Source: an optimization exercise on an open RTL-to-GDS flow (aim: small area and a short achievable clock period). Production flows keep margins and buffers that such runs may drop. Only simulation tests tie the RTL to the original design; equivalence was not proved.

## LSTM
module LSTM(clk, Of, En, Ci, Cip, In, Ui, Uf, Uk, Uo, Wi, Wk, Wf, Wo, Vo, Bi, Bo, Bf, Bk, PrevH, Cout, Hout);
  input clk, En, Cip;
  input [7:0] In, Ci, Ui, Uf, Uk;
  input [7:0] Uo, Wi, Wk, Wf, Wo;
  input [7:0] Vo, Bi, Bo, Bf, Bk;
  input [7:0] PrevH;
  output [7:0] Cout, Hout;
  output Of;
  reg [8:0] u_r;    
  reg [7:0] ft_r;   
  reg [7:0] h_r;    
  wire w1 = ~Bi[0];
  wire w2 = ~Bi[1];
  wire w3 = ~Bi[2];
  wire w4 = ~Bi[3];
  wire w5 = ~Bi[4];
  wire w6 = ~Bi[5];
  wire w7 = ~Bi[6];
  wire w8 = ~Bi[7];
  wire w9 = ~Bk[0];
  wire w10 = ~Bk[1];
  wire w11 = ~Bk[2];
  wire w12 = ~Bk[3];
  wire w13 = ~Bk[4];
  wire w14 = ~Bk[5];
  wire w15 = ~Bk[6];
  wire w16 = ~Bk[7];
  wire w17 = ~Bo[0];
  wire w18 = ~Bo[1];
  wire w19 = ~Bo[2];
  wire w20 = ~Bo[3];
  wire w21 = ~Bo[4];
  wire w22 = ~Bo[5];
  wire w23 = ~Bo[6];
  wire w24 = ~Bo[7];
  wire pp25 = ~(In[0] & Wi[0]);
  wire pp26 = ~(In[0] & Wi[1]);
  wire pp27 = ~(In[0] & Wi[2]);
  wire pp28 = ~(In[0] & Wi[3]);
  wire pp29 = ~(In[0] & Wi[4]);
  wire pp30 = ~(In[0] & Wi[5]);
  wire pp31 = ~(In[0] & Wi[6]);
  wire pp32 = ~(In[0] & Wi[7]);
  wire pp33 = ~(In[1] & Wi[0]);
  wire pp34 = ~(In[1] & Wi[1]);
  wire pp35 = ~(In[1] & Wi[2]);
  wire pp36 = ~(In[1] & Wi[3]);
  wire pp37 = ~(In[1] & Wi[4]);
  wire pp38 = ~(In[1] & Wi[5]);
  wire pp39 = ~(In[1] & Wi[6]);
  wire pp40 = ~(In[1] & Wi[7]);
  wire pp41 = ~(In[2] & Wi[0]);
  wire pp42 = ~(In[2] & Wi[1]);
  wire pp43 = ~(In[2] & Wi[2]);
  wire pp44 = ~(In[2] & Wi[3]);
  wire pp45 = ~(In[2] & Wi[4]);
  wire pp46 = ~(In[2] & Wi[5]);
  wire pp47 = ~(In[2] & Wi[6]);
  wire pp48 = ~(In[2] & Wi[7]);
  wire pp49 = ~(In[3] & Wi[0]);
  wire pp50 = ~(In[3] & Wi[1]);
  wire pp51 = ~(In[3] & Wi[2]);
  wire pp52 = ~(In[3] & Wi[3]);
  ...
Size in the first run: ~1400 cells after synthesis, roughly 25 flip-flops, about 150 I/O pins.
export LEC_CHECK = 0
export CAP_MARGIN = 20
export CORE_MARGIN = 2
export CORE_UTILIZATION = 55
export CTS_BUF_LIST = sky130_fd_sc_hd__clkbuf_8
export SLEW_MARGIN = 20
export SYNTH_HIERARCHICAL = 1
create_clock -name core_clock -period 45.0 [get_ports {clk}]
standard.sh (not shown) runs the stock make flow with config.mk's settings and CLKGATE_MAP_FILE= SYNTH_SCRIPT=/design/flow/synth_recipe.tcl, a recipe that flattens the netlist after the stock synthesis.
==> flow/flow/run.sh <==
#!/bin/bash
set -euo pipefail
export BUFFER_PORTS_ARGS="-buffer_cell sky130_fd_sc_hd__buf_1"
bash standard.sh > standard_flow.log 2>&1
Edit:
Settings changed: CORE_UTILIZATION 55 to 70.
=>
- design area went down by 0.57%
- synthesized cell count stays the same
- routed wire length went down by 2.7%
Edit:
Settings changed: CORE_UTILIZATION 70 to 40, CTS_CLUSTER_DIAMETER set to 200, CTS_CLUSTER_SIZE set to 30.
Effect: Final cell count grows by 11%; area after synthesis is unchanged; design area goes up by about 1.7%; setup slack gets better by 270 ps; flip-flop and latch count is unchanged; wire length went up by about 7%; die area rose by 73%.
Edit:
==> flow/flow/run.sh (replaced) <==
#!/bin/bash
set -euo pipefail
export BUFFER_PORTS_ARGS="-buffer_cell sky130_fd_sc_hd__buf_2"
export SETUP_SLACK_MARGIN=22
bash standard.sh > standard_flow.log 2>&1
Settings changed: CTS_BUF_LIST sky130_fd_sc_hd__clkbuf_8 to unset, CTS_CLUSTER_DIAMETER 200 to unset, CTS_CLUSTER_SIZE 30 to unset.
=>
- The new run completed without violations
- critical path depth grows by 1
- non-clock buffer count goes up by 17
- design area came out higher by 8.3%
Edit:
==> flow/flow/run.sh (replaced) <==
#!/bin/bash
set -euo pipefail
export BUFFER_PORTS_ARGS="-buffer_cell sky130_fd_sc_hd__buf_1"
export SETUP_SLACK_MARGIN=20
export TNS_END_PERCENT=0
bash standard.sh > standard_flow.log 2>&1
Settings changed: CTS_BUF_LIST set to sky130_fd_sc_hd__clkbuf_8.
Clock skew barely changes.
First-iteration DRC count goes down slightly.
Non-clock buffer count goes up by 20.
Count of clock-buffer cells in the layout does not change.
Area after synthesis stays the same.
Global-route usage goes up by 0.21 points.
Utilization goes down by 1.2 points.
Edit:
--- a/flow/flow/run.sh
+++ b/flow/flow/run.sh
@@ -4,2 +3,0 @@
-export SETUP_SLACK_MARGIN=20
-export TNS_END_PERCENT=0
Settings changed: CTS_BUF_LIST sky130_fd_sc_hd__clkbuf_8 to unset.
=> Clock-buffer cell count stays the same. Via count drops by a few percent. Global-route usage fell by 1.4 points. Worst setup slack loses 570 ps. Core utilization went down by 2.3 points. Maximum frequency shrinks by a few percent. Die area does not change. Cell area went down by a few percent. Sequential share of layout area came out higher by 0.18 points. Wire length drops by a few percent.

## static timing again, ports no longer ideal
The flow's constraints put no driver on any port. The routed layouts listed below were extracted and timed again, unchanged, in two steps.
Step 1, drivers: a clkbuf_16 drives clk and a buf_2 each remaining input, both assumed.
Step 2, shift: input delay + t, output delay - t, t = (earliest + latest rising clock arrival at the registers) / 2. This alone moves slack from input paths to output paths.
a / b / c = no drivers / after step 1 / after step 2; a / b = the first two.
| run | t, ns | setup WS [ns] | worst data-port slew with drivers (ns) |
|---|---|---|---|
| the first run | 0.296 | 18.655 / 18.623 / 18.623 | 0.06 |
| the second run | 0.289 | 18.796 / 18.770 / 18.770 | 0.07 |
| the third run | 0.298 | 19.071 / 19.044 / 19.044 | 0.10 |
| the fourth run | 0.296 | 19.791 / 19.674 / 19.674 | 0.13 |
| the fifth run | 0.298 | 19.649 / 19.625 / 19.625 | 0.09 |
| the sixth run | 0.288 | 19.075 / 19.047 / 19.047 | 0.10 |
After both steps every run listed still meets setup and hold. For the fourth run, which loses most, drivers alone change the setup slack by -0.117 ns; drivers and shift together by -0.117 ns.
